Source: an optimization exercise on an open RTL-to-GDS flow (aim: small area and a short achievable clock period). Production flows keep margins and buffers that such runs may drop.
RTL that was checked went through simulation tests only; none was proved equivalent to the original.
Only the layout flow was run in runs 1 and 2; the RTL was not checked for function there.
No activity file was given, so power comes from the tool's default toggle rates.

<file path="flow/config.mk">
export PLATFORM = sky130hd
export DESIGN_NAME = Axi4SharedSdramCtrl
export DESIGN_NICKNAME = Axi4SharedSdramCtrl
export VERILOG_FILES = /design/flow/design.v
export SDC_FILE = /design/flow/constraint.sdc
export NUM_CORES = 4
export LEC_CHECK = 0
export CAP_MARGIN = 20
export CORE_MARGIN = 2
export CORE_UTILIZATION = 55
export CTS_BUF_LIST = sky130_fd_sc_hd__clkbuf_16
export CTS_CLUSTER_DIAMETER = 100
export CTS_CLUSTER_SIZE = 30
export SETUP_SLACK_MARGIN = 5
export SLEW_MARGIN = 20
</file>
<file path="flow/constraint.sdc">
create_clock -name core_clock -period 10.0 [get_ports {io_axiClk}]
set_input_delay 2.0000 -clock core_clock [delete_from_list [all_inputs] [get_ports {io_axiClk}]]
set_output_delay 2.0000 -clock core_clock [all_outputs]
set_load 0.01 [all_outputs]
</file>
<file path="flow/design.v">
module Axi4SharedSdramCtrl (
  input               io_axi_arw_valid,
  output              io_axi_arw_ready,
  input      [22:0]   io_axi_arw_payload_addr,
  input      [3:0]    io_axi_arw_payload_id,
  input      [7:0]    io_axi_arw_payload_len,
  input      [2:0]    io_axi_arw_payload_size,
  input      [1:0]    io_axi_arw_payload_burst,
  input               io_axi_arw_payload_write,
  input               io_axi_w_valid,
  output              io_axi_w_ready,
  input      [31:0]   io_axi_w_payload_data,
  input      [3:0]    io_axi_w_payload_strb,
  input               io_axi_w_payload_last,
  output              io_axi_b_valid,
  input               io_axi_b_ready,
  output     [3:0]    io_axi_b_payload_id,
  output     [1:0]    io_axi_b_payload_resp,
  output              io_axi_r_valid,
  input               io_axi_r_ready,
  output     [31:0]   io_axi_r_payload_data,
  output     [3:0]    io_axi_r_payload_id,
  output     [1:0]    io_axi_r_payload_resp,
  output              io_axi_r_payload_last,
  output     [10:0]   io_sdram_ADDR,
  output     [1:0]    io_sdram_BA,
  input      [31:0]   io_sdram_DQ_read,
  output     [31:0]   io_sdram_DQ_write,
  output     [31:0]   io_sdram_DQ_writeEnable,
  output     [3:0]    io_sdram_DQM,
  output              io_sdram_CASn,
  output              io_sdram_CKE,
  output              io_sdram_CSn,
  output              io_sdram_RASn,
  output              io_sdram_WEn,
  input               io_axiClk,
  input               resetCtrl_axiReset
);
  localparam T_MODE   = 3'b000;
  localparam T_PREALL = 3'b001;
  localparam T_PRESGL = 3'b010;
  localparam T_REFR   = 3'b011;
  localparam T_ACT    = 3'b100;
  localparam T_READ   = 3'b101;
  localparam T_WRITE  = 3'b110;
  localparam S_BOOT_PRE  = 2'b00;
  localparam S_BOOT_REF  = 2'b01;
  localparam S_BOOT_MODE = 2'b10;
  localparam S_RUN       = 2'b11;
  wire clk = io_axiClk;
  wire rst = resetCtrl_axiReset;
  reg         ub_valid;
  reg  [7:0]  ub_beat;
  reg  [22:0] ub_addr;
  reg  [3:0]  ub_id;
  reg  [1:0]  ub_size;
  reg  [2:0]  ub_wrap;
  reg  [1:0]  ub_burst;
  reg         ub_write;
  reg         b_valid;
  reg  [3:0]  b_id;
  reg  [10:0] refresh_value;    
  reg         refresh_pending;
  reg  [3:0]  boot_cnt;        
  reg         powerup_done;
  reg  [1:0]  state;
  reg  [3:0]  bank_active;
  reg  [10:0] bank_row0, bank_row1, bank_row2, bank_row3;
  reg         p_valid;
  reg  [2:0]  p_task;
  reg  [1:0]  p_bank;
  reg  [10:0] p_rc;
  reg  [31:0] p_data;
  reg  [3:0]  p_mask;
  reg  [3:0]  p_id;
  reg         p_last;
  reg         t_read;
  reg  [2:0]  t_write;
  reg  [2:0]  t_pre0, t_pre1, t_pre2, t_pre3;
  reg  [1:0]  t_act0, t_act1, t_act2, t_act3;
  reg  [5:1]  hist;
  reg         cke_int;
  reg         rcke;
  reg  [4:0]  ctx1, ctx2, ctx3, ctx4, ctx5;
  reg  [31:0] dq_in;
  reg  [10:0] sd_addr;
  reg  [1:0]  sd_ba;
  reg  [31:0] sd_dqw;
  reg         sd_dqwe;
  reg  [3:0]  sd_dqm;
  reg         sd_rasn, sd_casn, sd_wen;
  reg  [36:0] fifo0, fifo1;
  reg         f_push_ptr, f_pop_ptr, f_rising;
  wire        len0      = (io_axi_arw_payload_len == 8'h00);
  wire [1:0]  in_lencode = io_axi_arw_payload_len[3] ? 2'd3 :
                           io_axi_arw_payload_len[2] ? 2'd2 :
                           io_axi_arw_payload_len[1] ? 2'd1 : 2'd0;
  wire [2:0]  in_wrap   = {1'b0, io_axi_arw_payload_size[1:0]} + {1'b0, in_lencode};
  wire [11:0] s_addr  = ub_valid ? ub_addr[11:0] : io_axi_arw_payload_addr[11:0];
  wire [1:0]  s_size  = ub_valid ? ub_size  : io_axi_arw_payload_size[1:0];
  wire [2:0]  s_wrap  = ub_valid ? ub_wrap  : in_wrap;
  wire [1:0]  s_burst = ub_valid ? ub_burst : io_axi_arw_payload_burst;
  wire [2:0]  inc_val = {s_size == 2'd2, s_size == 2'd1, s_size == 2'd0};
  wire [11:0] inc_base = {s_addr[11:2], s_addr[1] & ~s_size[1], s_addr[0] & (s_size == 2'd0)};
  wire [11:0] inc_sum  = inc_base + {9'd0, inc_val};
  reg  [5:0]  wrap_sel;
  always @(*) begin
    case (s_wrap)
      3'd0:    wrap_sel = 6'b000001;
      3'd1:    wrap_sel = 6'b000011;
      3'd2:    wrap_sel = 6'b000111;
      3'd3:    wrap_sel = 6'b001111;
      3'd4:    wrap_sel = 6'b011111;
      default: wrap_sel = 6'b111111;
    endcase
  end
  wire [11:0] inc_wrap = {inc_base[11:6], (inc_sum[5:0] & wrap_sel) | (inc_base[5:0] & ~wrap_sel)};
  wire [11:0] inc_next = (s_burst == 2'b00) ? s_addr :
                         (s_burst == 2'b10) ? inc_wrap : inc_sum;
  wire [1:0]  in_bank = io_axi_arw_payload_addr[11:10];
  wire [10:0] in_row  = io_axi_arw_payload_addr[22:12];
  wire [1:0]  ub_bank = ub_addr[11:10];
  wire [10:0] ub_row  = ub_addr[22:12];
  reg  [3:0]  ub_match;
  wire [3:0]  eq_in = {bank_row3 == in_row, bank_row2 == in_row, bank_row1 == in_row, bank_row0 == in_row};
  wire [3:0]  eq_ub = ub_match;
  wire [3:0]  hit_in_v = eq_in & bank_active;
  wire [3:0]  hit_ub_v = eq_ub & bank_active;
  wire        hit_in = hit_in_v[in_bank];
  wire        hit_ub = hit_ub_v[ub_bank];
  wire        act_in = bank_active[in_bank];
  wire        act_ub = bank_active[ub_bank];
  wire        r_bank_hit = ub_valid ? hit_ub : hit_in;       
  wire        r_active   = ub_valid ? act_ub : act_in;
  wire [1:0]  r_bank     = ub_valid ? ub_bank : in_bank;
  wire [10:0] r_row      = ub_valid ? ub_row : in_row;
  wire [7:0]  r_col      = ub_valid ? ub_addr[9:2] : io_axi_arw_payload_addr[9:2];
  wire        r_write    = ub_valid ? ub_write : io_axi_arw_payload_write;
  wire [3:0]  r_id       = ub_valid ? ub_id : io_axi_arw_payload_id;
  wire        ub_last    = (ub_beat == 8'h01);
  wire        r_last     = ub_valid ? ub_last : len0;
  wire        r_valid    = ub_valid | io_axi_arw_valid;
  wire        wrsp_ready = ~b_valid | io_axi_b_ready;
  wire        w_ok       = ~r_write | io_axi_w_valid;
  wire        cmd_valid  = r_valid & w_ok;
  wire        any_active = |bank_active;
  wire        t_bubble;
  wire        frr        = ~p_valid | (rcke & ~t_bubble);       
  wire        run        = (state == S_RUN);
  reg         go;
  wire        wr_ok      = ~r_write | wrsp_ready;
  wire        fire       = go & cmd_valid & r_bank_hit & wr_ok;   
  wire [3:0]  in_dec  = 4'b0001 << in_bank;
  wire [3:0]  in_q    = bank_active & {4{go & ~ub_valid}};
  wire        in_go   = |(in_q & in_dec & eq_in);
  wire        ub_go   = ub_valid & go & ub_write & hit_ub;
  assign io_axi_arw_ready = in_go & (~io_axi_arw_payload_write | (io_axi_w_valid & wrsp_ready));
  assign io_axi_w_ready   = wrsp_ready & (ub_go | (in_go & io_axi_arw_valid & io_axi_arw_payload_write));
  reg        f_valid;
  reg  [2:0] f_task;
  always @(*) begin
    case (state)
      S_BOOT_PRE:  begin f_valid = powerup_done; f_task = T_PREALL; end
      S_BOOT_REF:  begin f_valid = 1'b1;         f_task = T_REFR;   end
      S_BOOT_MODE: begin f_valid = 1'b1;         f_task = T_MODE;   end
      default: begin
        f_valid = refresh_pending | cmd_valid;
        if (refresh_pending)
          f_task = any_active ? T_PREALL : T_REFR;
        else if (r_active & ~r_bank_hit)
          f_task = T_PRESGL;
        else if (~r_active)
          f_task = T_ACT;
        else
          f_task = r_write ? T_WRITE : T_READ;
      end
    endcase
  end
  wire        f_rw = run & ~refresh_pending & r_bank_hit;
  wire [10:0] f_rc = f_rw ? {3'd0, r_col} : r_row;
  always @(posedge clk or posedge rst) begin
    if (rst) begin
      ub_valid <= 1'b0;
      b_valid  <= 1'b0;
    end else begin
      if (ub_valid) begin
        if (fire & ub_last) ub_valid <= 1'b0;
      end else begin
        if (fire & ~len0) ub_valid <= 1'b1;
      end
      if (wrsp_ready) b_valid <= fire & r_write & r_last;
    end
  end
  always @(posedge clk) begin
    if (~ub_valid) begin
      ub_addr[22:12] <= io_axi_arw_payload_addr[22:12];
      ub_id    <= io_axi_arw_payload_id;
      ub_size  <= io_axi_arw_payload_size[1:0];
      ub_wrap  <= in_wrap;
      ub_burst <= io_axi_arw_payload_burst;
      ub_write <= io_axi_arw_payload_write;
    end
    if (~ub_valid | fire) begin
      ub_addr[11:0] <= inc_next;
      ub_beat <= ub_valid ? ub_beat - 8'h01 : io_axi_arw_payload_len;
    end
    if (wrsp_ready) b_id <= r_id;
  end
  assign io_axi_b_valid        = b_valid;
  assign io_axi_b_payload_id   = b_id;
  assign io_axi_b_payload_resp = 2'b00;
  wire refresh_wrap = (refresh_value == 11'h742);
  wire [3:0] bank_sel = 4'b0001 << r_bank;
  always @(posedge clk or posedge rst) begin
    if (rst) begin
      refresh_value   <= 11'h001;
      refresh_pending <= 1'b0;
      boot_cnt        <= 4'd10;
      powerup_done    <= 1'b0;
      state           <= S_BOOT_PRE;
      bank_active     <= 4'b0000;
      p_valid         <= 1'b0;
    end else begin
      refresh_value <= refresh_wrap ? 11'h001 : {refresh_value[9:0], refresh_value[10] ^ refresh_value[8]};
      if (refresh_wrap) refresh_pending <= 1'b1;
      if (~powerup_done) begin
        if (refresh_wrap) boot_cnt <= boot_cnt - 4'd1;
        if (boot_cnt == 4'd0 && refresh_value == 11'h063) powerup_done <= 1'b1;
      end
      case (state)
        S_BOOT_PRE:  if (powerup_done & frr) state <= S_BOOT_REF;
        S_BOOT_REF:  if (frr) begin
                       boot_cnt <= boot_cnt + 4'd1;
                       if (boot_cnt[2:0] == 3'b111) state <= S_BOOT_MODE;
                     end
        S_BOOT_MODE: if (frr) state <= S_RUN;
        default: begin
          if (frr) begin
            if (refresh_pending) begin
              if (any_active) bank_active <= 4'b0000;
              else            refresh_pending <= 1'b0;
            end else if (cmd_valid) begin
              if (r_active & ~r_bank_hit) bank_active <= bank_active & ~bank_sel;
              else if (~r_active)         bank_active <= bank_active | bank_sel;
            end
          end
        end
      endcase
      if (frr) p_valid <= f_valid;
    end
  end
  always @(posedge clk) begin
    ub_match <= ~bank_active | (ub_valid ? ub_match : eq_in);
  end
  always @(posedge clk) begin
    if (~bank_active[0]) bank_row0 <= r_row;
    if (~bank_active[1]) bank_row1 <= r_row;
    if (~bank_active[2]) bank_row2 <= r_row;
    if (~bank_active[3]) bank_row3 <= r_row;
    if (frr) begin
      p_task <= f_task;
      p_bank <= r_bank;
      p_rc   <= f_rc;
      p_data <= io_axi_w_payload_data;
      p_mask <= io_axi_w_payload_strb;
      p_id   <= r_id;
      p_last <= r_last;
    end
  end
  function bubble_fn(input [2:0] tsk, input [1:0] bank, input br, input bw, input [3:0] bp, input [3:0] ba);
    begin
      case (tsk)
        T_MODE:   bubble_fn = ba[0];
        T_PREALL: bubble_fn = |bp;
        T_PRESGL: bubble_fn = bp[bank];
        T_REFR:   bubble_fn = |ba;
        T_ACT:    bubble_fn = ba[bank];
        T_READ:   bubble_fn = br;
        default:  bubble_fn = bw;
      endcase
    end
  endfunction
  wire b_read  = (t_read != 1'b0);
  wire b_write = (t_write != 3'd0);
  wire [3:0] b_pre = {t_pre3 != 3'd0, t_pre2 != 3'd0, t_pre1 != 3'd0, t_pre0 != 3'd0};
  wire [3:0] b_act = {t_act3 != 2'd0, t_act2 != 2'd0, t_act1 != 2'd0, t_act0 != 2'd0};
  wire bubble = bubble_fn(p_task, p_bank, b_read, b_write, b_pre, b_act);
  assign t_bubble = p_valid & bubble;
  wire c_valid = p_valid & ~bubble;      
  wire c_fire  = c_valid & rcke;
  wire [3:0] p_bank_sel = 4'b0001 << p_bank;
  wire is_mode   = c_fire & (p_task == T_MODE);
  wire is_preall = c_fire & (p_task == T_PREALL);
  wire is_presgl = c_fire & (p_task == T_PRESGL);
  wire is_refr   = c_fire & (p_task == T_REFR);
  wire is_act    = c_fire & (p_task == T_ACT);
  wire is_read   = c_fire & (p_task == T_READ);
  wire is_write  = c_fire & (p_task == T_WRITE);
  wire [3:0] act_set3 = {4{is_refr}} | ({4{is_act}} & p_bank_sel);
  wire [3:0] act_set1 = {3'b000, is_preall} | ({4{is_presgl}} & p_bank_sel);
  wire [3:0] pre_set2 = {4{is_act}} & p_bank_sel;
  wire [3:0] pre_set5 = {4{is_write}} & p_bank_sel;
  function [1:0] act_next(input [1:0] cur, input dec, input s3, input s2, input s1);
    begin
      if (s3) act_next = 2'd3;
      else if (s2 && cur <= 2'd2) act_next = 2'd2;
      else if (s1 && cur <= 2'd1) act_next = 2'd1;
      else if (dec && cur != 2'd0) act_next = cur - 2'd1;
      else act_next = cur;
    end
  endfunction
  function [2:0] pre_next(input [2:0] cur, input dec, input s5, input s2);
    begin
      if (s5 && cur <= 3'd5) pre_next = 3'd5;
      else if (s2 && cur <= 3'd2) pre_next = 3'd2;
      else if (dec && cur != 3'd0) pre_next = cur - 3'd1;
      else pre_next = cur;
    end
  endfunction
  wire       t_read_n  = is_act ? 1'b1 : (rcke ? 1'b0 : t_read);
  wire [2:0] t_write_n = (is_read && t_write <= 3'd4) ? 3'd4 :
                         (is_act && t_write <= 3'd1) ? 3'd1 :
                         (rcke && t_write != 3'd0) ? t_write - 3'd1 : t_write;
  wire [2:0] t_pre0_n = pre_next(t_pre0, rcke, pre_set5[0], pre_set2[0]);
  wire [2:0] t_pre1_n = pre_next(t_pre1, rcke, pre_set5[1], pre_set2[1]);
  wire [2:0] t_pre2_n = pre_next(t_pre2, rcke, pre_set5[2], pre_set2[2]);
  wire [2:0] t_pre3_n = pre_next(t_pre3, rcke, pre_set5[3], pre_set2[3]);
  wire [1:0] t_act0_n = act_next(t_act0, rcke, act_set3[0], is_mode, act_set1[0]);
  wire [1:0] t_act1_n = act_next(t_act1, rcke, act_set3[1], is_mode, act_set1[1]);
  wire [1:0] t_act2_n = act_next(t_act2, rcke, act_set3[2], is_mode, act_set1[2]);
  wire [1:0] t_act3_n = act_next(t_act3, rcke, act_set3[3], is_mode, act_set1[3]);
  always @(posedge clk or posedge rst) begin
    if (rst) begin
      t_read  <= 1'b0;
      t_write <= 3'd0;
      t_pre0 <= 3'd0; t_pre1 <= 3'd0; t_pre2 <= 3'd0; t_pre3 <= 3'd0;
      t_act0 <= 2'd0; t_act1 <= 2'd0; t_act2 <= 2'd0; t_act3 <= 2'd0;
    end else begin
      t_read  <= t_read_n;
      t_write <= t_write_n;
      t_pre0 <= t_pre0_n; t_pre1 <= t_pre1_n; t_pre2 <= t_pre2_n; t_pre3 <= t_pre3_n;
      t_act0 <= t_act0_n; t_act1 <= t_act1_n; t_act2 <= t_act2_n; t_act3 <= t_act3_n;
    end
  end
  wire       run_n     = (state == S_RUN) | (state == S_BOOT_MODE & frr);
  wire       pending_n = (refresh_pending | refresh_wrap) &
                         ~(run & frr & refresh_pending & ~any_active);
  wire       p_valid_n = frr ? f_valid : p_valid;
  wire [2:0] p_task_n  = frr ? f_task : p_task;
  wire [1:0] p_bank_n  = frr ? r_bank : p_bank;
  wire       bubble_n  = bubble_fn(p_task_n, p_bank_n, t_read_n != 1'b0, t_write_n != 3'd0,
                                   {t_pre3_n != 3'd0, t_pre2_n != 3'd0, t_pre1_n != 3'd0, t_pre0_n != 3'd0},
                                   {t_act3_n != 2'd0, t_act2_n != 2'd0, t_act1_n != 2'd0, t_act0_n != 2'd0});
  wire       go_n      = run_n & ~pending_n & (~p_valid_n | (cke_int & ~bubble_n));
  always @(posedge clk or posedge rst) begin
    if (rst) go <= 1'b0;
    else     go <= go_n;
  end
  wire hist0    = c_valid & (p_task == T_READ);
  wire cke_next = ~((hist0 | (|hist)) & ~io_axi_r_ready);
  wire c_write  = c_valid & (p_task == T_WRITE);
  always @(posedge clk or posedge rst) begin
    if (rst) begin
      hist    <= 5'b00000;
      cke_int <= 1'b1;
      rcke    <= 1'b1;
    end else begin
      if (rcke) hist <= {hist[4:1], hist0};
      cke_int <= cke_next;
      rcke    <= cke_int;
    end
  end
  always @(posedge clk) begin
    if (rcke) begin
      ctx1 <= {p_id, p_last};
      ctx2 <= ctx1;
      ctx3 <= ctx2;
      ctx4 <= ctx3;
      ctx5 <= ctx4;
      dq_in <= io_sdram_DQ_read;
      sd_dqw <= p_data;
      sd_dqwe <= c_write;
      sd_dqm <= c_write ? ~p_mask : {4{~hist[1]}};
      if (c_valid) begin
        case (p_task)
          T_PREALL: {sd_rasn, sd_casn, sd_wen} <= 3'b010;
          T_REFR:   {sd_rasn, sd_casn, sd_wen} <= 3'b001;
          T_MODE:   {sd_rasn, sd_casn, sd_wen} <= 3'b000;
          T_ACT:    {sd_rasn, sd_casn, sd_wen} <= 3'b011;
          T_WRITE:  {sd_rasn, sd_casn, sd_wen} <= 3'b100;
          T_READ:   {sd_rasn, sd_casn, sd_wen} <= 3'b101;
          default:  {sd_rasn, sd_casn, sd_wen} <= 3'b010;
        endcase
      end else begin
        {sd_rasn, sd_casn, sd_wen} <= 3'b111;
      end
      sd_addr[9:0] <= (p_task == T_MODE) ? 10'h030 : p_rc[9:0];
      sd_addr[10]  <= (p_task == T_PREALL) | ((p_task == T_ACT) & p_rc[10]);
      sd_ba        <= (p_task == T_MODE) ? 2'b00 : p_bank;
    end
  end
  assign io_sdram_ADDR = sd_addr;
  assign io_sdram_BA = sd_ba;
  assign io_sdram_DQ_write = sd_dqw;
  assign io_sdram_DQ_writeEnable = {32{sd_dqwe}};
  assign io_sdram_DQM = sd_dqm;
  assign io_sdram_CSn = 1'b0;
  assign io_sdram_RASn = sd_rasn;
  assign io_sdram_CASn = sd_casn;
  assign io_sdram_WEn = sd_wen;
  assign io_sdram_CKE = cke_int;
  wire        push_valid = hist[5] & rcke;
  wire        f_match = (f_push_ptr == f_pop_ptr);
  wire        f_empty = f_match & ~f_rising;
  wire        f_full  = f_match & f_rising;
  wire        pushing = push_valid & ~f_full;
  wire        pop_valid = ~f_empty | push_valid;
  wire        popping = pop_valid & io_axi_r_ready;
  wire [36:0] push_data = {ctx5, dq_in};
  wire [36:0] ram_rd = f_pop_ptr ? fifo1 : fifo0;
  wire [36:0] pop_data = f_empty ? push_data : ram_rd;
  always @(posedge clk or posedge rst) begin
    if (rst) begin
      f_push_ptr <= 1'b0;
      f_pop_ptr  <= 1'b0;
      f_rising   <= 1'b0;
    end else begin
      if (pushing) f_push_ptr <= ~f_push_ptr;
      if (popping) f_pop_ptr <= ~f_pop_ptr;
      if (pushing != popping) f_rising <= pushing;
    end
  end
  always @(posedge clk) begin
    if (pushing & ~f_push_ptr) fifo0 <= push_data;
    if (pushing &  f_push_ptr) fifo1 <= push_data;
  end
  assign io_axi_r_valid        = pop_valid;
  assign io_axi_r_payload_data = pop_data[31:0];
  assign io_axi_r_payload_last = pop_data[32];
  assign io_axi_r_payload_id   = pop_data[36:33];
  assign io_axi_r_payload_resp = 2'b00;
endmodule
</file>
<file path="flow/flow/run.sh">
#!/bin/bash
# Standard ORFS layout (the standard.sh) with two changes:
#  - port buffers are inserted as the smallest plain buffer instead of the
#    default delay-buffer cell; repair_design / repair_timing then size them;
#  - clock tree synthesis without dummy load cells.
set -euo pipefail
bash standard.sh \
  "BUFFER_PORTS_ARGS=-buffer_cell sky130_fd_sc_hd__buf_1" \
  "CTS_ARGS=-sink_clustering_enable -repair_clock_nets -sink_clustering_size 30 -sink_clustering_max_diameter 100 -buf_list sky130_fd_sc_hd__clkbuf_16 -dont_use_dummy_load" \
  finish > standard_make.log 2>&1
</file>
<file path="flow/standard.sh">
#!/bin/bash
# synth_recipe.tcl (not shown) runs the flow's synth.tcl, then flattens the netlist and writes it again
# the make line also repeats each setting of config.mk as NAME=value (left out here)
make -C /OpenROAD-flow-scripts/flow DESIGN_CONFIG=/design/flow/config.mk WORK_HOME=/design/flow/orfs CLKGATE_MAP_FILE= SYNTH_SCRIPT=/design/flow/synth_recipe.tcl "${@:-finish}"
</file>
==> results of run 1 <==
[cell type report]
type                    instances  area [sq um]
clock buffers                  17           425
fillers                      2576         12100
inverters                      60           233
multi-input cells             796          5730
flip-flops and latches        397         11300
well taps                     402           503
repair buffers                265          1170
[sequential cells by signal, indices dropped and copies added (netlist names), 23 cells and up]
signal and count:
fifo0 37, p_data 32, sd_dqw 32, ub_addr 23
fifo1 37, dq_in 32
[what timing repair did]
action | in CTS | in global routing
setup buffers | 7 | 4
pin swaps | 16 | 9
setup endpoints to repair | 2 | 2
resized for setup | 46 | 13
[stage by stage]
stage                     cells  hold slack, ps  setup slack, ps
after CTS                  1933             378             4540
after global placement     1909             355             3860
after floorplan            1348             388             4740
after global routing       1937             382             4460
after detailed placement   1909             365             3850
final                      1937             375             4520
[per-layer routing]
| layer | wire length, um | part of all wire (%) |
|---|---|---|
| met1 | 16100 | 44 |
| met2 | 17300 | 48 |
| met3 | 2100 | 5.8 |
| met4 | 805 | 2.2 |
| met5 | 46 | 0.13 |
[power by group]
part           internal [uW]  total [uW]  switching, uW
Combinational            228         598            369
Sequential              1850        1890           43.9
Clock                    309         769            461
[layout by cell type (no fill, tap or decap), types with 7 or more instances in the layout]
master,Yosys,routed
nand2_1,103,103
and3_1,8,8
a21oi_1,48,47
nor3_1,26,22
buf_1,3,230
xnor2_1,20,20
o22ai_1,11,9
buf_4,40,23
nor2b_1,16,16
nand2b_1,18,18
buf_6,1,7
dfxtp_1,32,32
ha_1,46,46
dfrtp_1,56,54
mux2_2,26,26
clkbuf_16,0,17
inv_1,57,56
nand4_1,7,7
a21o_1,7,7
and2_1,15,14
nand3_1,28,24
xor2_1,53,48
nor2_1,70,69
o211ai_1,18,18
edfxtp_1,304,304
mux2i_1,64,64
o21ai_0,90,88
a31oi_1,7,7
[worst paths after layout]
check,startpoint,end,slack [ps],cells past startpoint
setup / recovery,io_axi_arw_payload_addr[20],io_axi_w_ready,4520,9
hold / removal,refresh_value[4]$_DFF_PP0_,refresh_value[5]$_DFF_PP0_,370,0
max in group asynchronous,resetCtrl_axiReset,f_pop_ptr$_DFFE_PP0P_,7680,3
hold reg to reg,refresh_value[4]$_DFF_PP0_,refresh_value[5]$_DFF_PP0_,370,0
min in group asynchronous,resetCtrl_axiReset,bank_active[3]$_DFFE_PP0P_,1680,3
setup reg to reg,p_task[1]$_DFF_P_,go$_DFF_PP0_,6230,10
[cell families (layout without fill, tap and decap cells)]
family	Yosys count	count (layout)	synth area share, %
flip-flops	397	397	64.3
XOR/XNOR	73	73	3.64
AND/OR/NAND/NOR	336	336	9.50
multiplexers	94	94	5.82
other	1	5	0.0213
buffers and inverters	155	342	4.36
AO/OA/AOI/OAI	240	240	8.84
adder cells (fa/ha/maj)	48	48	3.50
==> out/qor.yml, run 1 <==
ir_drop_mv: 0.140
cp_slowest_stage_delay_ps: 350
dieWidth_um: 183
synth_edf_count: 304
synth_top_area_share_pct: 51.9
wl_um: 36300
worstPathRequired_ps: 8000
via_per_inst: 5.50
worst-setup-path-type: "primary input to primary output"
synth_area_leaders: "edfxtp_1 (52%), dfrtp_1 (8.0%), dfxtp_1 (3.6%), mux2i_1 (3.6%), ha_1 (3.3%)"
path_max_fanout: 5
synth.ff_latch_count: 397
cts_sinks: 397
setup.worst_path.end_class: "primary output"
nets: 1701
power_uw: 3260
min_path_type: "register to register"
grt_pass1_vias: 10500
worst_pin_slew_ps: 1010
grt_util_met2_pct: 35.2
dr.pass1.iters: 5
crit_chain: "buf_12, xor2_4, nor4_4, nand3_2, o22ai_4, o21ai_2, o22ai_1, and2_4, buf_6"
max_freq_mhz: 182
utilization_pct: 61.5
avgRoutedWirePerCell_um: 18.7
maxCapViolCount: 0
stdcell_area_sq_um: 19400
dpl.hpwl_um: 25000
diodes: 0
clock_latency_ps: 530
antenna_left: 0
critPathTopFamily: "simple AND/OR/NAND/NOR gates"
ys_warn_count: 1
fp.dieH_um: 183
synth_cell_type_count: 87
power.leakage_uw: 0.00723
worstPathArrival_ps: 3480
antenna_found_initial: 4
yosysSeqAreaShare_pct: 64.3
grt_usage_pct: 21.3
finClkSkew_ps: 63.6
start_kind: "primary input"
gr-total-overflow: 0
p_per_area_nw_per_um2: 168
drt_iter0_drc: 573
slew_viol_final: 0
path_clk_slew_ps: 110
numCtsBuffers: 17
place_congestion: 0.866
avgSynthCellArea_sq_um: 13.1
rsz0062_at_grt: "true"
synth.largest_area_cell: "edfxtp_1"
vias: 10700
dpl_cell_area_sq_um: 18600
hold_viol: 0
use_met3_pct: 4.41
synthCells: 1344
fin_tns_setup_ps: 0
netlist_top_cells_count: "edfxtp_1 (304), nand2_1 (103), o21ai_0 (90), nor2_1 (70), mux2i_1 (64)"
portBuffers: 243
synth_area_sq_um: 17600
critPathBufInv: 2
yosysMostFrequentCell: "edfxtp_1"
grt.busiest_layer: "met2"
drive_gt1_share_pct: 9.06
cts_root_buffer: "clkbuf_16"
htree_levels: 1
start_util_pct: 55.8
num_rows: 65
drc: 0
synthArstFlopShare_pct: 15.4
grt_pass1_wl_um: 56200
cp_slowest_cell: "nor4_4"
setup-violations-final: 0
synth_ff_type: "edfxtp_1"
grt_max_degree: 76
dieArea_sq_um: 33400
min_period_ps: 5480
io_pins: 251
period_share_pct: 54.8
clk_path_buf_depth: 3
syn_to_final_growth_pct: 10.2
relSlewSlack_pct: 32.4
status: "no timing/DRC/antenna violations"
gr-usage-met1_pct: 29.3
core_region_area_sq_um: 31500
postCtsHoldBufs: 0
cts_tree: "done"
==> inputs of run 2 (changes only) <==
--- a/flow/config.mk
+++ b/flow/config.mk
@@ -5,6 +5,7 @@
 export SDC_FILE = /design/flow/constraint.sdc
 export NUM_CORES = 4
 export LEC_CHECK = 0
+export ABC_AREA = 1
 export CAP_MARGIN = 20
 export CORE_MARGIN = 2
 export CORE_UTILIZATION = 55
==> run 2 against run 1 <==
Via count grew 8.7%; sequential share of layout area decreased by 0.22 points; routed wire length down 2.5%; register-to-register slack lost 130 ps; non-clock buffer count up 12; cell count increased by 16%; global-route usage is 0.31 points lower; highest routed layer unchanged.
==> out/qor.yml, run 2 <==
rsz0062_at_grt: "true"
final_cell_mix: "nand2_1 (347), edfxtp_1 (304), buf_1 (230), inv_1 (174), nor2_1 (147)"
via_per_inst: 5.17
fin_tns_setup_ps: 0
avgSynthCellArea_sq_um: 10.8
place_congestion: 0.899
slew_viol_final: 0
path_clk_slew_ps: 110
htree_levels: 1
min_path_type: "register to register"
maxCapViolCount: 0
period_share_pct: 52.8
p_int_uw: 2340
yosysSeqAreaShare_pct: 64.6
synth_edf_count: 304
setup.worst_path.end_class: "primary output"
hold_viol: 0
dieArea_sq_um: 33300
setup-violations-final: 0
nets: 2001
cts_root_buffer: "clkbuf_16"
synth_ff_type: "edfxtp_1"
core_region_area_sq_um: 31500
postCtsHoldBufs: 0
dr.pass1.iters: 5
multi_input_area_sq_um: 5210
relSlewSlack_pct: 34.7
io_pins: 251
worstPathArrival_ps: 3280
power.leakage_uw: 0.00813
ys_warn_count: 1
worst-setup-path-type: "primary input to primary output"
final_common_cell: "nand2_1"
synth_cell_type_count: 59
portBuffers: 243
p_switching_uw: 855
drc: 0
dieWidth_um: 182
numCtsBuffers: 17
clock_latency_ps: 530
yosysMostFrequentCell: "nand2_1"
min_period_ps: 5280
clk_path_buf_depth: 3
cts_sinks: 397
vias: 11600
p_seq_share_pct: 59.1
antenna_found_initial: 2
synthArstFlopShare_pct: 15.4
avgRoutedWirePerCell_um: 15.8
status: "no timing/DRC/antenna violations"
grt_usage_pct: 21.0
syn_to_final_growth_pct: 11.1
post-place-cells: 2195
wl_um: 35400
grt_pass1_vias: 11100
finClkSkew_ps: 63.4
register_area_sq_um: 11300
fp.dieH_um: 182
synth.largest_area_cell: "edfxtp_1"
path_max_fanout: 5
p_per_area_nw_per_um2: 164
synth_area_leaders: "edfxtp_1 (52%), dfrtp_1 (8.0%), nand2_1 (7.7%), inv_1 (3.9%), dfxtp_1 (3.7%)"
antenna_left: 0
grt_pass1_wl_um: 56000
start_util_pct: 55.6
cts_tree: "done"
num_rows: 65
switching_share_pct: 26.8
synth_top_area_share_pct: 52.2
synth.ff_latch_count: 397
max_freq_mhz: 189
clkPwrFrac_pct: 24.2
drive_gt1_share_pct: 9.37
drt_iter0_drc: 679
worstPathRequired_ps: 8000
final_cells: 2238
netlist_top_cells_count: "nand2_1 (357), edfxtp_1 (304), inv_1 (184), nor2_1 (160), o21ai_0 (82)"
whs_ps: 364
synthCells: 1616
synth_area_sq_um: 17500
dpl.hpwl_um: 23700
ir_drop_mv: 0.136
largest_registers: "fifo0 (37), fifo1 (37)"
gr-total-overflow: 0
worst_pin_slew_ps: 977
grt_max_degree: 75
fillers: 2629
comb_power_share_pct: 16.7
start_kind: "primary input"
run 2: cell types whose count changed after synthesis, sizes merged, moves of 17 or more:
cell	change
nand2	+261
nand2b	-18
xor2	-28
a31oi	+34
inv	+130
nor2	+95
mux2	-25
nand3	+19
mux2i	-56
or2	+22
a21oi	-24
buf	-17
run 2: per-layer routing:
layer	share of wire [%]	track usage, %	vias to the layer above
met1	46	29.6	5478
met4	1.7	4.45	2
met5	0.034	0	-
met3	5.7	3.81	42
li1	-	-	5777
met2	46	34.6	281
run 2: cell type report:
| cell class | count | area share, % |
|---|---|---|
| Inverter | 191 | 3.79 |
| Antenna cell | 1 | 0.0129 |
| Multi-Input combinational cell | 953 | 26.8 |
| Tap cell | 402 | 2.59 |
| Clock buffer | 17 | 2.19 |
| Timing Repair Buffer | 277 | 6.46 |
| Sequential cell | 397 | 58.2 |
run 2: worst max-delay path, cell delays in order:
cell and delay [ps]:
clkbuf_4 160, xnor2_2 160, nand2_2 100, nor2_2 130
nand4_1 120, nand3_2 130, nand3_2 80, nor2_1 90
o21a_1 170, buf_2 150
run 2: final timing paths:
path	start	end	slack [ps]	cells past startpoint
worst max register to register	ub_valid$_DFF_PP0_	ub_addr[10]$_DFFE_PP_	6100	15
max in group asynchronous	resetCtrl_axiReset	ub_valid$_DFF_PP0_	7730	3
min in group asynchronous	resetCtrl_axiReset	p_valid$_DFF_PP0_	1680	3
worst max-delay path	io_axi_arw_payload_addr[18]	io_axi_w_ready	4720	10
worst min-delay path	cke_int$_DFF_PP1_	rcke$_DFF_PP1_	360	0
worst min register to register	cke_int$_DFF_PP1_	rcke$_DFF_PP1_	360	0
run 2: power groups by stage:
| stage | clock, uW | sequential [uW] | combinational (uW) |
|---|---|---|---|
| floorplan | 0 | 1920 | 328 |
| global placement | 0 | 1920 | 509 |
| detailed placement | 0 | 1920 | 514 |
| CTS | 804 | 1890 | 529 |
| global route | 851 | 1900 | 599 |
| finish | 771 | 1890 | 532 |
run 2: cells by family (layout without fill, tap and decap cells):
logic type,after synthesis,count (layout),share of synthesized area (%)
AOI/OAI and AO/OA,186,186,6.22
xor gates and xnor gates,46,46,2.30
adders and majority gates,48,48,3.52
buffers and inverters,270,485,6.61
DFF,397,397,64.6
muxes,10,10,0.579
other,1,6,0.0214
and+or+nand+nor,658,658,16.2
run 2: timing repair:
action                                  4_1_cts  5_1_grt
pin swaps                                    28       27
resized for setup                            56       32
endpoints found under the setup margin        2        3
setup buffers                                23        2
run 2: through the flow:
step	total power, uW	cell area [sq um]	setup slack, ps	utilization [%]
after global routing	3350	19400	4620	61.8
after global placement	2430	18600	4490	59.0
after floorplan	2250	17500	5040	-
final	3190	19400	4720	61.8
after CTS	3220	19300	4740	61.4
after detailed placement	2440	18600	4470	59.0
==> inputs of run 3 (changes only) <==
--- a/flow/design.v
+++ b/flow/design.v
@@ -59,7 +59,7 @@
   reg         ub_write;
   reg         b_valid;
   reg  [3:0]  b_id;
-  reg  [10:0] refresh_value;    
+  reg  [10:0] refresh_value;
   reg         refresh_pending;
   reg  [3:0]  boot_cnt;        
   reg         powerup_done;
@@ -88,7 +88,7 @@
   reg  [31:0] sd_dqw;
   reg         sd_dqwe;
   reg  [3:0]  sd_dqm;
-  reg         sd_rasn, sd_casn, sd_wen;
+  reg         sd_rasn, sd_casn, sd_wen, sd_csn, sd_cke;
   reg  [36:0] fifo0, fifo1;
   reg         f_push_ptr, f_pop_ptr, f_rising;
   wire        len0      = (io_axi_arw_payload_len == 8'h00);
@@ -209,11 +209,11 @@
   assign io_axi_b_valid        = b_valid;
   assign io_axi_b_payload_id   = b_id;
   assign io_axi_b_payload_resp = 2'b00;
-  wire refresh_wrap = (refresh_value == 11'h742);
+  wire refresh_wrap = (refresh_value == 11'h61a);
   wire [3:0] bank_sel = 4'b0001 << r_bank;
   always @(posedge clk or posedge rst) begin
     if (rst) begin
-      refresh_value   <= 11'h001;
+      refresh_value   <= 11'h000;
       refresh_pending <= 1'b0;
       boot_cnt        <= 4'd10;
       powerup_done    <= 1'b0;
@@ -221,11 +221,11 @@
       bank_active     <= 4'b0000;
       p_valid         <= 1'b0;
     end else begin
-      refresh_value <= refresh_wrap ? 11'h001 : {refresh_value[9:0], refresh_value[10] ^ refresh_value[8]};
+      refresh_value <= refresh_wrap ? 11'h000 : refresh_value + 11'h001;
       if (refresh_wrap) refresh_pending <= 1'b1;
       if (~powerup_done) begin
         if (refresh_wrap) boot_cnt <= boot_cnt - 4'd1;
-        if (boot_cnt == 4'd0 && refresh_value == 11'h063) powerup_done <= 1'b1;
+        if (boot_cnt == 4'd0 && refresh_value == 11'd753) powerup_done <= 1'b1;
       end
       case (state)
         S_BOOT_PRE:  if (powerup_done & frr) state <= S_BOOT_REF;
@@ -371,7 +371,9 @@
     end
   end
   always @(posedge clk) begin
+    sd_cke <= cke_next;
     if (rcke) begin
+      sd_csn <= 1'b0;
       ctx1 <= {p_id, p_last};
       ctx2 <= ctx1;
       ctx3 <= ctx2;
@@ -404,11 +406,11 @@
   assign io_sdram_DQ_write = sd_dqw;
   assign io_sdram_DQ_writeEnable = {32{sd_dqwe}};
   assign io_sdram_DQM = sd_dqm;
-  assign io_sdram_CSn = 1'b0;
+  assign io_sdram_CSn = sd_csn;
   assign io_sdram_RASn = sd_rasn;
   assign io_sdram_CASn = sd_casn;
   assign io_sdram_WEn = sd_wen;
-  assign io_sdram_CKE = cke_int;
+  assign io_sdram_CKE = sd_cke;
   wire        push_valid = hist[5] & rcke;
   wire        f_match = (f_push_ptr == f_pop_ptr);
   wire        f_empty = f_match & ~f_rising;
==> run 3 against run 2 <==
First-iteration DRC count increased by 25%; sequential share of layout area fell by 0.37 points; clock power is 0.9% higher; clock skew decreased by 21 ps; sequential power barely moved; global-route usage increased by 0.22 points; register-to-register slack worse by 510 ps; still clean on timing, DRC and antenna; non-clock buffer count is 3 higher; critical endpoint unchanged.
==> out/qor.yml, run 3 <==
status: "no timing/DRC/antenna violations"
core_region_area_sq_um: 31600
power.leakage_uw: 0.00820
worstPathArrival_ps: 3310
slew_viol_final: 0
num_rows: 65
dr_wl_met3_um: 2390
clkPwrFrac_pct: 24.8
grt_usage_pct: 21.2
clk_path_buf_depth: 3
largest_registers: "fifo0 (37), fifo1 (37)"
final_cell_mix: "nand2_1 (374), edfxtp_1 (304), buf_1 (230), inv_1 (182), nor2_1 (156)"
drt_iter0_drc: 850
synth.ff_latch_count: 398
wl_um: 36200
antenna_found_initial: 1
cts_tree: "done"
p_per_area_nw_per_um2: 160
synth.largest_area_cell: "edfxtp_1"
syn_to_final_growth_pct: 11.4
synth_area_sq_um: 17600
route.met2.wl_um: 16700
setup-violations-final: 0
synth_area_leaders: "edfxtp_1 (52%), nand2_1 (8.2%), dfrtp_1 (8.1%), inv_1 (4.1%), dfxtp_1 (3.8%)"
relSlewSlack_pct: 33.6
diodes: 0
ys_warn_count: 1
synthCells: 1651
period_share_pct: 53.1
p_switching_uw: 834
synth_edf_count: 304
cts_root_buffer: "clkbuf_16"
worstPathRequired_ps: 8000
synthArstFlopShare_pct: 15.3
hold_viol: 0
synth_cell_type_count: 52
p_seq_share_pct: 59.5
antenna_left: 0
numCtsBuffers: 17
dieWidth_um: 183
start_util_pct: 55.7
fp.dieH_um: 183
grt_pass1_wl_um: 56500
min_period_ps: 5310
dpl.hpwl_um: 24100
utilization_pct: 62.1
wirelength_met1_um: 16500
gr-total-overflow: 0
nets: 2048
worst-setup-path-type: "primary input to primary output"
setup.worst_path.end_class: "primary output"
cts_sinks: 398
top_layer: "met5"
fin_tns_setup_ps: 0
ir_drop_mv: 0.159
final_common_cell: "nand2_1"
power_uw: 3140
htree_levels: 1
clock_latency_ps: 530
avgSynthCellArea_sq_um: 10.7
max_freq_mhz: 188
path_clk_slew_ps: 90
place_congestion: 0.889
netlist_top_cells_count: "nand2_1 (386), edfxtp_1 (304), inv_1 (194), nor2_1 (169), o21ai_0 (80)"
rsz0062_at_grt: "true"
switching_share_pct: 26.6
vias: 11700
maxCapViolCount: 0
synth_top_area_share_pct: 51.9
worst_pin_slew_ps: 997
yosysSeqAreaShare_pct: 64.4
min_path_type: "register to register"
whs_ps: 376
via_per_inst: 5.15
postCtsHoldBufs: 0
avgRoutedWirePerCell_um: 15.8
yosysMostFrequentCell: "nand2_1"
io_pins: 251
p_int_uw: 2300
grt_pass1_vias: 11200
comb_power_share_pct: 15.7
synth_ff_type: "edfxtp_1"
drive_gt1_share_pct: 8.67
finClkSkew_ps: 42.6
path_max_fanout: 5
start_kind: "primary input"
portBuffers: 243
fillers: 2641
grt_max_degree: 77
dieArea_sq_um: 33400
dr.pass1.iters: 6
drc: 0
## run 3: cell count changes in the layout (fill, tap and decap cells not counted), sizes merged, moves of 6 or more
cell	previous run	this run
a21oi	25	32
o21ai	89	83
nor2	166	173
nand2	364	392
inv	190	199
## run 3: through the flow
step | instances | instance area (sq um) | setup slack, ps
floorplan | 1655 | 17600 | 5000
global placement | 2238 | 18700 | 4460
detailed placement | 2238 | 18700 | 4420
CTS | 2277 | 19400 | 4740
global route | 2282 | 19600 | 4610
finish | 2282 | 19600 | 4690
## run 3: metal layers
metal	vias up	track usage, %
li1	5903	-
met1	5486	30.1
met2	313	34.4
met3	40	4.15
met4	2	4.74
met5	-	0
## run 3: worst paths after layout
check | depth (start not counted) | end | slack, ps | from
max | 15 | io_axi_w_ready | 4690 | io_axi_arw_payload_addr[16]
min | 0 | rcke$_DFF_PP1_ | 380 | cke_int$_DFF_PP1_
max reg2reg | 32 | go$_DFF_PP0_ | 5590 | ub_valid$_DFF_PP0_
min reg2reg | 0 | rcke$_DFF_PP1_ | 380 | cke_int$_DFF_PP1_
max in group asynchronous | 3 | ub_valid$_DFF_PP0_ | 7730 | resetCtrl_axiReset
min in group asynchronous | 3 | t_act0[0]$_DFF_PP0_ | 1700 | resetCtrl_axiReset
## run 3: cell families after synthesis
logic type                 Yosys count  share of synthesized area, %
other                                1                        0.0213
and+or+nand+nor                    690                          16.5
adders and majority gates           50                          3.64
xor gates and xnor gates            50                          2.49
buffers and inverters              272                          6.64
DFF                                398                          64.4
AOI/OAI and AO/OA                  183                          5.95
muxes                                7                         0.406
## run 3: timing repair
item / 4_1_cts / 5_1_grt
setup endpoints to repair: 2 / 37
buffers inserted: 22 / 5
gates resized for setup: 55 / 38
pin swaps: 21 / 19
## run 3: worst max-delay path: stages
cell and delay, ps:
buf_12 110, inv_8 40, nand2_4 40, nand2_2 50, nor2_1 110, nand2_1 110
nor2_2 130, nand3_1 80, nand2_1 80, nand2_2 70, nand2_2 90, nand2_2 60
nor2_1 80, o21a_1 130, buf_2 130
## run 3: cell type report
type                       instances  area, sq um  share of cell area [%]
clock buffer                      17          425                    2.17
sequential                       398        11300                    57.8
multi-input combinational        985         5300                    27.0
inverter                         200          777                    3.96
timing repair buffer             280         1270                    6.47
tap                              402          503                    2.57
## run 3: power groups by stage
stage	sequential [uW]	clock, uW	combinational (uW)
2_1_floorplan	1910	0	307
3_3_place_gp	1900	0	482
3_5_place_dp	1900	0	486
4_1_cts	1870	805	493
5_1_grt	1870	859	555
6_report	1870	778	494
==> inputs of run 4 (changes only) <==
--- a/flow/design.v
+++ b/flow/design.v
@@ -122,7 +122,7 @@
   wire [1:0]  ub_bank = ub_addr[11:10];
   wire [10:0] ub_row  = ub_addr[22:12];
   reg  [3:0]  ub_match;
-  wire [3:0]  eq_in = {bank_row3 == in_row, bank_row2 == in_row, bank_row1 == in_row, bank_row0 == in_row};
+  wire [3:0]  eq_in;
   wire [3:0]  eq_ub = ub_match;
   wire [3:0]  hit_in_v = eq_in & bank_active;
   wire [3:0]  hit_ub_v = eq_ub & bank_active;
@@ -150,12 +150,24 @@
   reg         go;
   wire        wr_ok      = ~r_write | wrsp_ready;
   wire        fire       = go & cmd_valid & r_bank_hit & wr_ok;   
-  wire [3:0]  in_dec  = 4'b0001 << in_bank;
-  wire [3:0]  in_q    = bank_active & {4{go & ~ub_valid}};
-  wire        in_go   = |(in_q & in_dec & eq_in);
-  wire        ub_go   = ub_valid & go & ub_write & hit_ub;
-  assign io_axi_arw_ready = in_go & (~io_axi_arw_payload_write | (io_axi_w_valid & wrsp_ready));
-  assign io_axi_w_ready   = wrsp_ready & (ub_go | (in_go & io_axi_arw_valid & io_axi_arw_payload_write));
+  Axi4SharedSdramCtrl_ready ready_logic (
+    .in_row     (in_row),
+    .in_bank    (in_bank),
+    .row0       (bank_row0),
+    .row1       (bank_row1),
+    .row2       (bank_row2),
+    .row3       (bank_row3),
+    .in_q       (bank_active & {4{go & ~ub_valid}}),
+    .ub_go      (ub_valid & go & ub_write & hit_ub),
+    .arw_valid  (io_axi_arw_valid),
+    .arw_write  (io_axi_arw_payload_write),
+    .w_valid    (io_axi_w_valid),
+    .b_valid    (b_valid),
+    .b_ready    (io_axi_b_ready),
+    .eq_in      (eq_in),
+    .arw_ready  (io_axi_arw_ready),
+    .w_ready    (io_axi_w_ready)
+  );
   reg        f_valid;
   reg  [2:0] f_task;
   always @(*) begin
@@ -442,3 +454,28 @@
   assign io_axi_r_payload_id   = pop_data[36:33];
   assign io_axi_r_payload_resp = 2'b00;
 endmodule
+module Axi4SharedSdramCtrl_ready (
+  input      [10:0] in_row,
+  input      [1:0]  in_bank,
+  input      [10:0] row0,
+  input      [10:0] row1,
+  input      [10:0] row2,
+  input      [10:0] row3,
+  input      [3:0]  in_q,
+  input             ub_go,
+  input             arw_valid,
+  input             arw_write,
+  input             w_valid,
+  input             b_valid,
+  input             b_ready,
+  output     [3:0]  eq_in,
+  output            arw_ready,
+  output            w_ready
+);
+  assign eq_in = {row3 == in_row, row2 == in_row, row1 == in_row, row0 == in_row};
+  wire [3:0] in_dec = 4'b0001 << in_bank;
+  wire       in_go = |(in_q & in_dec & eq_in);
+  wire       wrsp_ready = ~b_valid | b_ready;
+  assign arw_ready = in_go & (~arw_write | (w_valid & wrsp_ready));
+  assign w_ready   = wrsp_ready & (ub_go | (in_go & arw_valid & arw_write));
+endmodule
--- a/flow/config.mk
+++ b/flow/config.mk
@@ -14,3 +14,5 @@
 export CTS_CLUSTER_SIZE = 30
 export SETUP_SLACK_MARGIN = 5
 export SLEW_MARGIN = 20
+export SYNTH_HIERARCHICAL = 1
+export SYNTH_MINIMUM_KEEP_SIZE = 0
==> run 4 against run 3 <==
Die area grew 0.73%; core utilization grew 0.94 points; cell count shrank 0.18%; cell area grew 1.8%; sequential cell count is the same; register-to-register slack gained 630 ps; sequential power grew 4%; critical path type unchanged; synthesized cell count shrank 0.73%; setup slack gained 120 ps; combinational power grew 79%; fmax grew 2.3%.
==> out/qor.yml, run 4 <==
finClkSkew_ps: 48.2
synth_ff_type: "edfxtp_1"
yosysMostFrequentCell: "nand2_1"
synthArstFlopShare_pct: 15.3
endpoint: "io_axi_arw_ready"
fp.dieH_um: 183
period_share_pct: 51.9
clock_latency_ps: 540
relSlewSlack_pct: 38.1
synth_top_area_share_pct: 51.5
dpl.hpwl_um: 24300
min_path_type: "register to register"
htree_levels: 1
maxCapViolCount: 0
postCtsHoldBufs: 0
grt_usage_pct: 21.0
drc: 0
final_cell_mix: "nand2_1 (361), edfxtp_1 (304), buf_1 (229), nor2_1 (156), inv_1 (151)"
dieArea_sq_um: 33700
antenna_left: 0
portBuffers: 243
cts_sinks: 398
ys_warn_count: 7
cp_slowest_cell: "a21oi_2"
grt_pass1_wl_um: 56300
cts_tree: "done"
path_max_fanout: 5
drive_gt1_share_pct: 12.1
fin_tns_setup_ps: 0
antenna_found_initial: 0
largest_registers: "fifo0 (37), fifo1 (37)"
r2r-start: "ub_valid$_DFF_PP0_"
critPathTopFamily: "simple AND/OR/NAND/NOR gates"
worstPathRequired_ps: 8000
power_uw: 3600
io_pins: 251
worstPathArrival_ps: 3190
p_per_area_nw_per_um2: 181
netlist_top_cells_count: "nand2_1 (384), edfxtp_1 (304), nor2_1 (165), inv_1 (155), o21ai_0 (67)"
avgSynthCellArea_sq_um: 10.8
r2r_slack_ps: 6220
crit_chain: "buf_4, xnor2_2, nand3_2, nor2_1, nand3_1, nand2_2, nor2_1, a21oi_2, buf_2"
dieWidth_um: 183
setup.worst_path.end_class: "primary output"
start_kind: "primary input"
core_region_area_sq_um: 31600
hold_viol: 0
dr.pass1.iters: 5
grt_pass1_vias: 11400
status: "no timing/DRC/antenna violations"
worst_pin_slew_ps: 927
num_rows: 65
synth.ff_latch_count: 398
grt_max_degree: 65
synthCells: 1639
final_common_cell: "nand2_1"
numCtsBuffers: 17
nets: 2042
synth_area_leaders: "edfxtp_1 (52%), nand2_1 (8.1%), dfrtp_1 (8.0%), dfxtp_1 (3.7%), nor2_1 (3.5%)"
syn_to_final_growth_pct: 12.6
cp.depth: 9
ir_drop_mv: 0.128
crit_start: "io_axi_arw_payload_addr[13]"
synth.largest_area_cell: "edfxtp_1"
clk_path_buf_depth: 3
start_util_pct: 56.0
synth_area_sq_um: 17700
synth_cell_type_count: 65
setup-violations-final: 0
power.leakage_uw: 0.00823
crit_top_cell: "nor2_1"
r2r_end: "ub_addr[10]$_DFFE_PP_"
via_per_inst: 5.20
min_path_cells: 0
drt_iter0_drc: 660
max_freq_mhz: 193
slew_viol_final: 0
critPathBufInv: 2
place_congestion: 0.831
path_clk_slew_ps: 100
worst-setup-path-type: "primary input to primary output"
cts_root_buffer: "clkbuf_16"
vias: 11800
worstRegToRegCells: 15
rsz0062_at_grt: "true"
wl_um: 36200
yosysSeqAreaShare_pct: 63.9
gr-total-overflow: 0
cp_slowest_stage_delay_ps: 170
avgRoutedWirePerCell_um: 15.9
synth_edf_count: 304
min_period_ps: 5190
## run 4: changes by cell type after synthesis, sizes merged, moves of 3 or more
cell	change
a21oi	-6
o2111ai	+3
buf	+4
or2	-5
a31oi	-3
inv	-26
o21ai	-8
nor4	+4
nor3	-15
nand2	+3
nand4	-10
nand3	+28
xnor2	+11
nor2	+4
## run 4: report_power, final
part	total, uW	internal [uW]	switching (uW)
combinational	884	306	578
clock	776	309	467
sequential	1940	1880	66.0
## run 4: per-layer routing
layer	vias up	part of all wire, %	track usage [%]	wire (um)
met5	-	0	0	0
met4	0	1.4	4.06	500
met3	35	5.8	3.70	2100
met2	289	48	36.5	17500
met1	5619	44	27.9	16100
li1	5895	-	-	-
## run 4: cell type report
| type | instances | area (sq um) |
|---|---|---|
| flip-flops and latches | 398 | 11300 |
| well taps | 402 | 503 |
| diodes | 1 | 2.50 |
| clock buffers | 17 | 425 |
| inverters | 176 | 673 |
| fillers | 2637 | 11700 |
| repair buffers | 289 | 1370 |
| multi-input cells | 995 | 5640 |
## run 4: kinds of logic (layout without fill, tap and decap cells)
group	Yosys count	in the layout	synth area share, %
buffers and inverters	250	482	6.22
other	1	6	0.0212
AO/OA/AOI/OAI	171	171	5.72
multiplexers	9	9	0.515
AND/OR/NAND/NOR	702	702	17.2
flip-flops	398	398	63.9
adder cells (fa/ha/maj)	49	49	3.54
XOR/XNOR	59	59	2.92
## run 4: metrics by stage
stage	worst slack [ps]	instance area (sq um)	cells	hold WS [ps]	utilization, %
floorplan	5150	17700	1643	354	-
global placement	4660	18800	2225	373	59.4
detailed placement	4630	18800	2225	366	59.4
CTS	4850	19500	2269	413	61.8
global route	4730	19900	2277	411	63.0
finish	4810	19900	2278	402	63.0
## run 4: worst min path at each step
| stage | start | to | slack [ps] |
|---|---|---|---|
| finish | cke_int$_DFF_PP1_ | rcke$_DFF_PP1_ | 400 |
| global route | cke_int$_DFF_PP1_ | rcke$_DFF_PP1_ | 410 |
| CTS | cke_int$_DFF_PP1_ | rcke$_DFF_PP1_ | 410 |
| detailed placement | cke_int$_DFF_PP1_ | rcke$_DFF_PP1_ | 370 |
| global placement | cke_int$_DFF_PP1_ | rcke$_DFF_PP1_ | 370 |
| floorplan | cke_int$_DFF_PP1_ | rcke$_DFF_PP1_ | 350 |
## run 4: what timing repair did
action | in CTS | in global routing
setup endpoints to repair | 3 | 57
pin swaps | 18 | 39
buffers inserted | 27 | 8
resized for setup | 35 | 80
## run 4: Yosys stat by module (local to each module, per instance)
module                     cells inside  flip-flops and latches  area (sq um)  copies in the design
Axi4SharedSdramCtrl                1466                     398         16900                     1
Axi4SharedSdramCtrl_ready           173                       0           838                     1
==> inputs of run 5 (changes only) <==
--- a/flow/config.mk
+++ b/flow/config.mk
@@ -5,10 +5,9 @@
 export SDC_FILE = /design/flow/constraint.sdc
 export NUM_CORES = 4
 export LEC_CHECK = 0
-export ABC_AREA = 1
 export CAP_MARGIN = 20
 export CORE_MARGIN = 2
-export CORE_UTILIZATION = 55
+export CORE_UTILIZATION = 65
 export CTS_BUF_LIST = sky130_fd_sc_hd__clkbuf_16
 export CTS_CLUSTER_DIAMETER = 100
 export CTS_CLUSTER_SIZE = 30
==> run 5 against run 4 <==
Still clean on timing, DRC and antenna; critical path depth fell by 2; count of clock-buffer cells in the layout did not move; synthesized cell count fell by 17%; die area fell by 15%; sequential power fell by 5%; register-to-register slack got worse by 630 ps; clock skew rose by 7.8 ps.
==> out/qor.yml, run 5 <==
largest_registers: "fifo0 (37), fifo1 (37)"
grt_pass1_vias: 10500
avgRoutedWirePerCell_um: 18.5
nets: 1711
synth_area_sq_um: 17800
fin_tns_setup_ps: 0
synth.ff_latch_count: 398
crit_chain: "buf_4, xnor2_2, nand4_1, nor4_4, nor4_4, o21ai_1, buf_2"
relSlewSlack_pct: 35.7
cts_sinks: 398
fillers: 1872
dpl.hpwl_um: 23700
yosysSeqAreaShare_pct: 63.6
post-place-cells: 1864
cp_slowest_stage_delay_ps: 340
setup.worst_path.end_class: "primary output"
synth_cell_type_count: 85
ys_warn_count: 7
setup-violations-final: 0
avgSynthCellArea_sq_um: 13.1
vias: 10900
crit_top_cell: "nor4_4"
final_cells: 1887
wl_um: 34800
maxCapViolCount: 0
numCtsBuffers: 17
drt_iter0_drc: 753
postCtsHoldBufs: 0
ir_drop_mv: 0.121
status: "no timing/DRC/antenna violations"
dieArea_sq_um: 28700
rsz0062_at_grt: "true"
synth_top_area_share_pct: 51.3
path_max_fanout: 5
power.leakage_uw: 0.00728
grt_usage_pct: 24.0
worst_pin_slew_ps: 961
period_share_pct: 52.5
cts_root_buffer: "clkbuf_16"
clock_latency_ps: 540
clk_path_buf_depth: 3
synthCells: 1356
min_period_ps: 5250
synth_ff_type: "edfxtp_1"
place_congestion: 0.853
worstPathRequired_ps: 8000
grt_pass1_wl_um: 54600
syn_to_final_growth_pct: 9.98
via_per_inst: 5.77
portBuffers: 243
synthArstFlopShare_pct: 15.3
antenna_left: 0
synth.largest_area_cell: "edfxtp_1"
num_rows: 60
final_common_cell: "edfxtp_1"
p_per_area_nw_per_um2: 155
yosysMostFrequentCell: "edfxtp_1"
final_cell_mix: "edfxtp_1 (304), buf_1 (229), nand2_1 (117), mux2i_1 (68), o21ai_0 (67)"
worstPathArrival_ps: 3250
hold_viol: 0
htree_levels: 1
start_kind: "primary input"
antenna_found_initial: 2
core_region_area_sq_um: 27000
start_util_pct: 66.1
drive_gt1_share_pct: 9.07
cp_slowest_cell: "nor4_4"
max_freq_mhz: 191
worstRegToRegCells: 12
whs_ps: 420
finClkSkew_ps: 56.0
gr-total-overflow: 0
worst-setup-path-type: "primary input to primary output"
dieWidth_um: 170
grt_max_degree: 78
min_path_type: "register to register"
fp.dieH_um: 170
synth_edf_count: 304
min_path_cells: 0
netlist_top_cells_count: "edfxtp_1 (304), nand2_1 (117), mux2i_1 (68), o21ai_0 (67), xnor2_1 (66)"
cts_tree: "done"
slew_viol_final: 0
io_pins: 251
dr.pass1.iters: 5
drc: 0
synth_area_leaders: "edfxtp_1 (51%), dfrtp_1 (8.0%), mux2i_1 (3.8%), dfxtp_1 (3.7%), ha_1 (3.3%)"
utilization_pct: 72.7
path_clk_slew_ps: 110
[run 5: layout make-up]
cell class / instances / area [sq um] / area share, %
flip-flops and latches: 398 / 11300 / 57.8
multi-input cells: 810 / 6060 / 30.9
repair buffers: 255 / 1100 / 5.63
well taps: 341 / 427 / 2.18
clock buffers: 17 / 425 / 2.17
inverters: 64 / 243 / 1.24
diodes: 2 / 5.00 / 0.0255
[run 5: repair_timing]
item                                    in CTS  in global routing
endpoints found under the setup margin       3                  2
gates resized for setup                     37                 42
pin swaps                                    8                 20
gates cloned                                 0                  0
setup buffers                                1                  3
[run 5: through the flow]
stage / total power (uW) / area, sq um / worst slack (ps)
2_1_floorplan: 2160 / 17800 / 5010
3_3_place_gp: 2290 / 18800 / 4410
3_5_place_dp: 2300 / 18800 / 4410
4_1_cts: 3060 / 19400 / 4730
5_1_grt: 3160 / 19600 / 4660
6_report: 3040 / 19600 / 4750
[run 5: worst max-delay path, delay by kind of cell]
| kind | cells | cell delay, ps |
|---|---|---|
| AOI/OAI and AO/OA | 1 | 120 |
| xor gates and xnor gates | 1 | 150 |
| buffers and inverters | 2 | 290 |
| and+or+nand+nor | 3 | 690 |
[run 5: report_power, final]
| part | total (uW) | switching, uW | internal [uW] |
|---|---|---|---|
| Sequential | 1850 | 22.8 | 1830 |
| Clock | 767 | 459 | 308 |
| Combinational | 423 | 268 | 155 |
| Total | 3040 | 749 | 2290 |
[run 5: cells by family (layout without fill, tap and decap cells)]
| group | Yosys count | in the layout | synth area share, % |
|---|---|---|---|
| AND/OR/NAND/NOR | 358 | 358 | 10.5 |
| AO/OA/AOI/OAI | 210 | 210 | 7.58 |
| adder cells (fa/ha/maj) | 49 | 49 | 3.53 |
| flip-flops | 398 | 398 | 63.6 |
| XOR/XNOR | 84 | 84 | 4.13 |
| buffers and inverters | 152 | 336 | 4.21 |
| multiplexers | 104 | 104 | 6.49 |
| other | 1 | 7 | 0.0211 |
[run 5: Yosys stat by module, one instance, submodules excluded]
module / cells inside / area, sq um / flip-flops and latches / times used
Axi4SharedSdramCtrl_ready: 82 / 619 / 0 / 1
Axi4SharedSdramCtrl: 1274 / 17200 / 398 / 1
[run 5: metal layers]
layer | vias up | wire, um | track usage [%]
li1 | 5235 | - | -
met1 | 5267 | 14900 | 32.7
met2 | 347 | 17300 | 41.5
met3 | 40 | 1970 | 3.10
met4 | 0 | 697 | 6.06
met5 | - | 0 | 0
[run 5: path summary, 6_finish.rpt]
| check | start | to | slack [ps] |
|---|---|---|---|
| worst min register to register | ctx4[4]$_DFFE_PP_ | ctx5[4]$_DFFE_PP_ | 420 |
| worst min-delay path | ctx4[4]$_DFFE_PP_ | ctx5[4]$_DFFE_PP_ | 420 |
| min in group asynchronous | resetCtrl_axiReset | refresh_pending$_DFF_PP0_ | 1680 |
| max in group asynchronous | resetCtrl_axiReset | f_pop_ptr$_DFFE_PP0P_ | 7700 |
| worst max register to register | t_pre1[0]$_DFF_PP0_ | go$_DFF_PP0_ | 5590 |
| worst max-delay path | io_axi_arw_payload_addr[15] | io_axi_w_ready | 4750 |
==> inputs of run 6 (changes only) <==
--- a/flow/config.mk
+++ b/flow/config.mk
@@ -7,7 +7,7 @@
 export LEC_CHECK = 0
 export CAP_MARGIN = 20
 export CORE_MARGIN = 2
-export CORE_UTILIZATION = 65
+export CORE_UTILIZATION = 45
 export CTS_BUF_LIST = sky130_fd_sc_hd__clkbuf_16
 export CTS_CLUSTER_DIAMETER = 100
 export CTS_CLUSTER_SIZE = 30
==> run 6 against run 5 <==
Routed wire length rose by 4.3%; global-route usage down 6.7 points; sequential share of layout area is 0.36 points lower.
==> out/qor.yml, run 6 <==
status: "no timing/DRC/antenna violations"
synth.largest_area_cell: "edfxtp_1"
dpl_cell_area_sq_um: 19000
synth_area_sq_um: 17800
netlist_top_cells_count: "edfxtp_1 (304), nand2_1 (117), mux2i_1 (68), o21ai_0 (67), xnor2_1 (66)"
grt_usage_pct: 17.3
use_met3_pct: 2.10
clk_path_buf_depth: 3
diodes: 0
start_kind: "primary input"
grt.busiest_layer: "met2"
synth_top_area_share_pct: 51.3
synthCells: 1356
cts_sinks: 398
dr.pass1.iters: 5
synth_cell_type_count: 85
drc: 0
syn_to_final_growth_pct: 10.7
drt_iter0_drc: 842
maxCapViolCount: 0
path_max_fanout: 5
min_path_type: "register to register"
min_period_ps: 5280
largest_registers: "fifo0 (37), fifo1 (37)"
min_path_cells: 0
worstPathRequired_ps: 8000
io_pins: 251
wl_um: 36300
cp_slowest_stage_delay_ps: 340
critPathTopFamily: "simple AND/OR/NAND/NOR gates"
start_util_pct: 45.9
core_region_area_sq_um: 38800
crit_chain: "clkbuf_4, xnor2_1, nand3_1, and4bb_1, nor4_4, o21ai_1, buf_1"
p_per_area_nw_per_um2: 155
worst-setup-path-type: "primary input to primary output"
portBuffers: 243
grt_max_degree: 76
rsz0062_at_grt: "true"
worstRegToRegCells: 12
path_clk_slew_ps: 120
avgRoutedWirePerCell_um: 17.6
cts_tree: "done"
worst_pin_slew_ps: 1010
period_share_pct: 52.8
grt_pass1_vias: 10600
antenna_found_initial: 0
antenna_left: 0
slew_viol_final: 0
utilization_pct: 50.8
synth_area_leaders: "edfxtp_1 (51%), dfrtp_1 (8.0%), mux2i_1 (3.8%), dfxtp_1 (3.7%), ha_1 (3.3%)"
gr-total-overflow: 0
dieArea_sq_um: 41200
grt_util_met2_pct: 28.2
ir_drop_mv: 0.0990
fin_tns_setup_ps: 0
place_congestion: 0.794
final_common_cell: "edfxtp_1"
final_cell_mix: "edfxtp_1 (304), buf_1 (231), nand2_1 (117), mux2i_1 (68), o21ai_0 (67)"
num_rows: 72
dieWidth_um: 203
setup-violations-final: 0
relSlewSlack_pct: 32.8
fp.dieH_um: 203
synth_edf_count: 304
yosysMostFrequentCell: "edfxtp_1"
yosysSeqAreaShare_pct: 63.6
avgSynthCellArea_sq_um: 13.1
power.leakage_uw: 0.00724
dpl.hpwl_um: 24900
gr-usage-met1_pct: 24.9
finClkSkew_ps: 64.5
grt_pass1_wl_um: 57000
drive_gt1_share_pct: 8.73
critPathBufInv: 2
stdcell_area_sq_um: 19700
max_freq_mhz: 189
vias: 10800
via_per_inst: 5.22
numCtsBuffers: 17
clock_latency_ps: 540
cp_slowest_cell: "nor4_4"
hold_viol: 0
synth_ff_type: "edfxtp_1"
cts_root_buffer: "clkbuf_16"
cp.depth: 7
worstPathArrival_ps: 3280
synthArstFlopShare_pct: 15.3
htree_levels: 1
nets: 1714
setup.worst_path.end_class: "primary output"
synth.ff_latch_count: 398
ys_warn_count: 7
[run 6: cell counts after synthesis]
Identical to the previous run, type by type.
[run 6: worst register-to-register path, delay by kind of cell (launching register included)]
family,cells,cell delay [ps]
fa+ha+maj,1,270
flops,1,440
compound gates,6,1700
mux,2,570
simple gates,1,460
buf+inv,2,920
[run 6: path summary, 6_finish.rpt]
check	startpoint	to	slack, ps
worst max register to register	t_pre1[0]$_DFF_PP0_	go$_DFF_PP0_	5500
max in group asynchronous	resetCtrl_axiReset	f_pop_ptr$_DFFE_PP0P_	7700
worst max-delay path	io_axi_arw_payload_addr[21]	io_axi_w_ready	4720
worst min register to register	p_data[20]$_DFFE_PN_	sd_dqw[20]$_DFFE_PP_	390
min in group asynchronous	resetCtrl_axiReset	bank_active[2]$_DFFE_PP0P_	1690
worst min-delay path	p_data[20]$_DFFE_PN_	sd_dqw[20]$_DFFE_PP_	390
[run 6: what timing repair did]
item / in CTS / in global routing
hold buffers: 0 / 0
buffers inserted: 4 / 2
endpoints found under the setup margin: 2 / 2
gates resized for setup: 33 / 23
gates cloned: 0 / 0
pin swaps: 14 / 10
[run 6: per-layer routing]
metal,vias up,share of wire (%)
met5,-,0
li1,5234,-
met2,260,47
met1,5257,46
met3,30,5.2
met4,0,1.4
[run 6: logic make-up (layout without fill, tap and decap cells)]
group                    after synthesis  count (layout)  synth area share [%]
buffers and inverters                152             339                  4.21
AND/OR/NAND/NOR                      358             358                  10.5
XOR/XNOR                              84              84                  4.13
AO/OA/AOI/OAI                        210             210                  7.58
adder cells (fa/ha/maj)               49              49                  3.53
flip-flops                           398             398                  63.6
other                                  1               5                0.0211
multiplexers                         104             104                  6.49
[run 6: per-module statistics from Yosys (local to each module, per instance)]
| module | times used | cells inside |
|---|---|---|
| Axi4SharedSdramCtrl_ready | 1 | 82 |
| Axi4SharedSdramCtrl | 1 | 1274 |
[run 6: power breakdown]
group / switching, uW / internal, uW
logic: 269 / 154
clock network: 473 / 309
registers: 22.7 / 1830
total: 765 / 2290
[run 6: per-stage QoR]
stage	std cells	setup WS (ps)	total power (uW)	hold WS [ps]
finish	2065	4720	3060	387
global route	2065	4610	3190	408
CTS	2063	4710	3100	392
detailed placement	2042	4330	2310	397
global placement	2042	4390	2300	396
floorplan	1360	5010	2160	361
[run 6: final cells by class]
type / count / area [sq um]
Fill cell: 3450 / 19100
Sequential cell: 398 / 11300
Multi-Input combinational cell: 810 / 5980
Timing Repair Buffer: 258 / 1090
Tap cell: 518 / 648
Clock buffer: 17 / 425
Inverter: 64 / 243

Re-timed with assumed drivers on the ports (clkbuf_16 on the clock, buf_2 on other inputs), run 6 has 4.663 ns of setup slack against 4.716 ns with ideal ports, and 4.663 ns once port delays also move by the mid clock arrival of 0.568 ns.
